Source: an optimization exercise on an open RTL-to-GDS flow (aim: small area, a short achievable clock period and few clock cycles per item). Production flows keep margins and buffers that such runs may drop. Where RTL was checked, it was by simulation tests only, not by an equivalence proof against the original.

==> flow/design.v (excerpt) <==
module PixelSolverMultiCore (
  input               io_cmd_valid,
  output              io_cmd_ready,
  input      [27:0]   io_cmd_payload_x,
  input      [27:0]   io_cmd_payload_y,
  output              io_rsp_valid,
  input               io_rsp_ready,
  output     [5:0]    io_rsp_payload_iteration,
  input               clk,
  input               reset
);
  reg  [27:0] r0_x, r0_y, r0_x0, r0_y0;
  reg  [5:0]  r0_it;       
  reg         r0_lesc;     
  reg  [2:0] r0_seq;
  reg         r0_act;      
  reg  [44:0] r0_snap;
  reg  [2:1] act;        
  reg  [13:0] r0_bo, r0_bt;  
  reg  [13:0] r0_bn;         
  reg  [27:0] r0_xn;         
  reg         tk;          
  reg         wb_v;        
  reg  [2:0] wb_seq;      
  reg  [5:0]  wb_res;      
  reg  [47:0] rob_d;    
  reg  [7:0] rob_v;
  reg  [2:0] head, alloc;
  reg  [3:0] used;
  reg         o_v;
  reg  [5:0]  o_it;
  reg         tk_o;        
  assign io_cmd_ready = tk_o;
  wire        acc = tk & io_cmd_valid;
  assign io_rsp_valid = o_v;
  assign io_rsp_payload_iteration = o_it;
  wire [5:0]  itc = r0_it + 6'd1;
  wire        inx = (r0_x[27:22] == 6'd0) | (r0_x[27:22] == 6'h3f);
  wire        iny = (r0_y[27:22] == 6'd0) | (r0_y[27:22] == 6'h3f);
  wire [3:0]  qx = r0_x[21:18] ^ {4{r0_x[27]}};
  wire [3:0]  qy = r0_y[21:18] ^ {4{r0_y[27]}};
  wire        big = inx & iny & (qx[3] | qy[3] | (qx[2] & qy[2] & ((~qx[1] & qy[1] & qy[0]) | (qx[1] & ~qx[0] & qy[1]) | (qx[1] & qx[0]))));
  wire        zsmall = (r0_x[27:21] == {7{r0_x[21]}}) & (r0_y[27:21] == {7{r0_y[21]}});
  ...
clock: 10.0 ns
lec_check: 0
cap_margin: 20
core_margin: 2
core_utilization: 60
cts_buf_list: sky130_fd_sc_hd__clkbuf_16
cts_cluster_diameter: 150
cts_cluster_size: 24
setup_slack_margin: 5
slew_margin: 20
synth_hierarchical: 1
standard.sh (not shown) runs the stock make flow with config.mk's settings and CLKGATE_MAP_FILE= SYNTH_SCRIPT=/design/flow/synth_recipe.tcl, a recipe that flattens the netlist after the stock synthesis.
==> flow/flow/run.sh <==
#!/bin/bash
set -euo pipefail
MARGIN=${MARGIN:-7}
sed "s/SETUP_SLACK_MARGIN=[0-9.]*/SETUP_SLACK_MARGIN=$MARGIN/" standard.sh > standard_margin.sh
bash standard_margin.sh > standard.log 2>&1
Edit:
--- a/flow/design.v
+++ b/flow/design.v
@@ -17,45 +17,43 @@
   reg  [44:0] r0_snap;
   reg  [2:1] act;        
   reg  [13:0] r0_bo, r0_bt;  
   reg  [13:0] r0_bn;         
   reg  [27:0] r0_xn;         
   reg         tk;          
   reg         wb_v;        
   reg  [2:0] wb_seq;      
   reg  [5:0]  wb_res;      
-  reg  [47:0] rob_d;    
+  reg  [5:0]  rob_d [0:7];
   reg  [7:0] rob_v;
   reg  [2:0] head, alloc;
   reg  [3:0] used;
   reg         o_v;
   reg  [5:0]  o_it;
-  reg         tk_o;        
-  assign io_cmd_ready = tk_o;
+  assign io_cmd_ready = tk;
   wire        acc = tk & io_cmd_valid;
   assign io_rsp_valid = o_v;
   assign io_rsp_payload_iteration = o_it;
   wire [5:0]  itc = r0_it + 6'd1;
   wire        inx = (r0_x[27:22] == 6'd0) | (r0_x[27:22] == 6'h3f);
   wire        iny = (r0_y[27:22] == 6'd0) | (r0_y[27:22] == 6'h3f);
   wire [3:0]  qx = r0_x[21:18] ^ {4{r0_x[27]}};
   wire [3:0]  qy = r0_y[21:18] ^ {4{r0_y[27]}};
   wire        big = inx & iny & (qx[3] | qy[3] | (qx[2] & qy[2] & ((~qx[1] & qy[1] & qy[0]) | (qx[1] & ~qx[0] & qy[1]) | (qx[1] & qx[0]))));
   wire        zsmall = (r0_x[27:21] == {7{r0_x[21]}}) & (r0_y[27:21] == {7{r0_y[21]}});
   wire        cyc = (itc > 6'd4) & zsmall & r0_snap[44] & ({r0_x[21:0], r0_y[21:0]} == r0_snap[43:0]);
   wire [44:0] snape = (itc[1:0] == 0) ? {zsmall, r0_x[21:0], r0_y[21:0]} : r0_snap;
   wire        live = r0_act & ~r0_lesc;
   wire        fe0 = live & (big | cyc | (itc == 6'd62));    
   wire        f620 = ~big & ~cyc;                           
   wire        fl0 = r0_act & r0_lesc;                       
-  wire        pop = o_v & io_rsp_ready;
-  wire [2:0] head_n = head + {2'd0, pop};
-  wire        byp = wr & (wr_seq == head_n);
+  wire        ld = ~o_v | io_rsp_ready;
+  wire        pop = ld & rob_v[head];
   wire        wr = wb_v | fl0;
   wire [2:0] wr_seq = wb_v ? wb_seq : r0_seq;
   wire [5:0]  wr_res = wb_v ? wb_res : r0_it;
   wire pp1;
   wire pp2;
   wire pp3;
   wire pp4;
   wire pp5;
   wire pp6;
@@ -6361,35 +6359,33 @@
       r0_x0 <= p2_x0;
       r0_y0 <= p2_y0;
       r0_it <= it_l;
       r0_lesc <= esc_l;
       r0_seq <= p2_seq;
     end
     r0_snap <= p2_snap;
     wb_seq <= p2_seq;
     wb_res <= (bg_l | (f62_l & esc_l)) ? it_l : 6'd63;
-    if (wr) rob_d[wr_seq*6 +: 6] <= wr_res;
-    o_it <= byp ? wr_res : rob_d[head_n*6 +: 6];
-    tk_o <= ~reset & free_n & room;
-    o_v <= ~reset & (byp | rob_v[head_n]);
+    if (wr) rob_d[wr_seq] <= wr_res;
+    if (ld) o_it <= rob_d[head];
+    tk <= free_n & room;
+    o_v <= ~reset & (ld ? rob_v[head] : o_v);
   end
   always @(posedge clk or posedge reset) begin
     if (reset) begin
-      tk <= 1'b0;
       r0_act <= 1'b0;
       act <= 2'd0;
       wb_v <= 1'b0;
       rob_v <= 8'd0;
       head <= 3'd0;
       alloc <= 3'd0;
       used <= 4'd0;
     end else begin
-      tk <= free_n & room;
       r0_act <= acc | cont_l;
       act <= {act[1:1], r0_act};
       wb_v <= act[2] & fe_l;
       if (acc) alloc <= alloc + 1'b1;
       used <= used + {3'd0, acc} - {3'd0, pop};
       if (pop) head <= head + 1'b1;
       rob_v <= (rob_v & ~({7'd0, pop} << head)) | ({7'd0, wr} << wr_seq);
     end
   end
The changed run passed the timing, DRC and antenna checks.
Register-to-register slack is better by 0.27 ns.
Final cell count falls by 4.0%.
Final area falls by 3.9%.
Via count shrinks by about 5%.
First-iteration DRC count goes down by 12%.
Routed wire length shrinks by 5.6%.
Setup slack improves by 0.18 ns.
Area after synthesis falls by about 1.6%.
Non-clock buffer count drops by 88.
Clock skew drops by 0.0056 ns.
Sequential share of layout area rises by 1.3 points.
Testbench counts after the change, summed over its fixed seeds: cycles 255,610, pixels 8,192.
Function not checked in the first run of this note: the RTL went through the layout flow alone.

-- port drivers added, routing unchanged --
In the flow no input, the clock included, has a driving cell. The finished layouts below were timed again as built, in two steps. Step 1 assumes that a clkbuf_16 drives the clock port and a buf_2 every other input. Step 2 times the ports against the registers' clock, not the clock port: input delays grow and output delays shrink by t, the midpoint of the rising clock arrivals with the driver on. Slacks: ideal / step 1 / step 2; pairs: ideal / step 1.
| run | t, ns | slack for setup (ns) | hold slack, ns | slew at the worst register clock pin (ns) | worst data-port slew with drivers (ns) |
|---|---|---|---|---|---|
| the first run | 0.793 | 6.600 / 6.600 / 6.266 | 0.316 / 0.316 / 0.316 | 0.11 / 0.11 | 0.12 |
| the second run | 0.772 | 6.775 / 6.697 / 6.390 | 0.320 / 0.320 / 0.320 | 0.11 / 0.11 | 0.12 |
After both steps every run listed still meets setup and hold. For the second run, which loses most, drivers alone change the setup slack by -0.078 ns; drivers and shift together by -0.385 ns.
